Background: an optimization exercise with open tools, aiming at small area. Do not read the settings as production practice.
Only simulation tests tie the RTL to the original design; equivalence was not proved.

==> flow/design.v (excerpt) <==
module complex_sinusoid_ddfs#(parameter ROM_DEPTH = 2048, ROM_WIDTH = 16)
(
        input wire                           i_clk,
        input wire                           i_rst,
        input wire        [31:0]             i_freq_control,
        input wire        [1:0]              i_invert_out,
        output reg signed [ROM_WIDTH-1:0]    o_real,
        output reg signed [ROM_WIDTH-1:0]    o_imag
);
    reg  [31:0] accumulator;
    wire [31:0] acc_s0, acc_c;
    ddfs_ha u_acc0 (.a(accumulator[0]), .b(i_freq_control[0]), .s(acc_s0[0]), .co(acc_c[0]));
    ddfs_fa u_acc1 (.a(accumulator[1]), .b(i_freq_control[1]), .c(acc_c[0]), .s(acc_s0[1]), .co(acc_c[1]));
    ddfs_fa u_acc2 (.a(accumulator[2]), .b(i_freq_control[2]), .c(acc_c[1]), .s(acc_s0[2]), .co(acc_c[2]));
    ddfs_fa u_acc3 (.a(accumulator[3]), .b(i_freq_control[3]), .c(acc_c[2]), .s(acc_s0[3]), .co(acc_c[3]));
    ddfs_fa u_acc4 (.a(accumulator[4]), .b(i_freq_control[4]), .c(acc_c[3]), .s(acc_s0[4]), .co(acc_c[4]));
  ...
For scale: ~1,500 cells after synthesis, roughly 64 flip-flops, ~12,000 µm² of cells after synthesis.
Settings: LEC_CHECK=0, ABC_AREA=1, CAP_MARGIN=20, CORE_MARGIN=2, CORE_UTILIZATION=40, CTS_BUF_LIST=sky130_fd_sc_hd__clkbuf_8, GPL_TIMING_DRIVEN=0, PLACE_DENSITY=0.6, SLEW_MARGIN=20, SYNTH_HIERARCHICAL=1; clock period 10.0 ns.
standard.sh (not shown) runs the stock make flow with config.mk's settings and CLKGATE_MAP_FILE= SYNTH_SCRIPT=/design/flow/synth_recipe.tcl, a recipe that flattens the netlist after the stock synthesis.
==> flow/flow/run.sh <==
#!/bin/bash
# Layout flow: the standard flow (standard.sh, the ORFS make targets up to
# finish) with these changes:
#  - synthesis runs flow/synth.tcl, which sources synth_recipe.tcl unchanged but
#    has ABC map with flow/abc.script (area-oriented);
#  - the port buffers are sky130_fd_sc_hd__buf_1 cells;
#  - clock tree synthesis uses clkbuf_8 buffers and no dummy loads;
#  - after global routing, gates off the critical paths are downsized
#    (RECOVER_POWER, repair_timing -recover_power).
# make's full output goes to flow_make.log here; ORFS keeps each step's log
# under orfs/logs.
set -euo pipefail
export FLOW_SYNTH_TCL=$PWD/synth_recipe.tcl
export CUSTOM_ABC_SCRIPT=$PWD/flow/abc.script
bash standard.sh "SYNTH_SCRIPT=$PWD/flow/synth.tcl" \
  "BUFFER_PORTS_ARGS=-buffer_cell sky130_fd_sc_hd__buf_1" \
  "CTS_ARGS=-sink_clustering_enable -repair_clock_nets -buf_list sky130_fd_sc_hd__clkbuf_8 -dont_use_dummy_load" \
  "RECOVER_POWER=100" \
  finish > flow_make.log 2>&1
==> flow/flow/abc.script <==
strash
ifraig
dc2
dch -f
map -a
==> flow/flow/synth.tcl <==
# The standard flow's own synthesis script (synth_recipe.tcl, sourced unchanged), except
# that ABC maps every module with flow/abc.script (area-oriented) instead of
# ORFS's abc_area.script.
proc abc {args} {
  set i [lsearch -exact $args -script]
  lset args [expr { $i + 1 }] $::env(CUSTOM_ABC_SCRIPT)
  yosys abc {*}$args
}
source $::env(FLOW_SYNTH_TCL)
==> next run, changes <==
--- a/flow/flow/run.sh
+++ b/flow/flow/run.sh
@@ -5,7 +5,5 @@
 #    has ABC map with flow/abc.script (area-oriented);
 #  - the port buffers are sky130_fd_sc_hd__buf_1 cells;
-#  - clock tree synthesis uses clkbuf_8 buffers and no dummy loads;
-#  - after global routing, gates off the critical paths are downsized
-#    (RECOVER_POWER, repair_timing -recover_power).
+#  - clock tree synthesis uses clkbuf_8 buffers and no dummy loads.
 # make's full output goes to flow_make.log here; ORFS keeps each step's log
 # under orfs/logs.
@@ -16,4 +14,3 @@
   "BUFFER_PORTS_ARGS=-buffer_cell sky130_fd_sc_hd__buf_1" \
   "CTS_ARGS=-sink_clustering_enable -repair_clock_nets -buf_list sky130_fd_sc_hd__clkbuf_8 -dont_use_dummy_load" \
-  "RECOVER_POWER=100" \
   finish > flow_make.log 2>&1
=> Routed wire length hardly moves. Final cell count does not change. Setup slack improved by 4.1 ps. Die area stays the same. Synthesized area is unchanged. Clock skew stays flat. Non-clock buffer count does not change. Final area hardly moves. Sequential share of layout area stays flat.

[re-timing with driven ports]
The results above use ideal ports. As a check the final layouts listed here were re-extracted and re-timed, cells and wires unchanged.
Step 1, drivers: a clkbuf_16 drives i_clk and a buf_2 each remaining input, both assumed.
Step 2 times the ports against the registers' clock, not the clock port: input delays grow and output delays shrink by t, the midpoint of the rising clock arrivals with the driver on.
Three values: no drivers, after step 1, after step 2; two values: the first two.
run	shift t [ns]	setup slack, ns	worst hold slack (ns)	worst setup path at the end	worst data-port slew with drivers (ns)
the first run	0.391	0.268 / 0.268 / 0.121	0.590 / 0.590 / 0.590	input to register	0.07
the second run	0.391	0.272 / 0.272 / 0.122	0.590 / 0.590 / 0.590	input to register	0.07
After both steps every run listed still meets setup and hold. The setup slack of the second run, which loses most, moves by 0.000 ns with the drivers and by -0.150 ns with both steps.
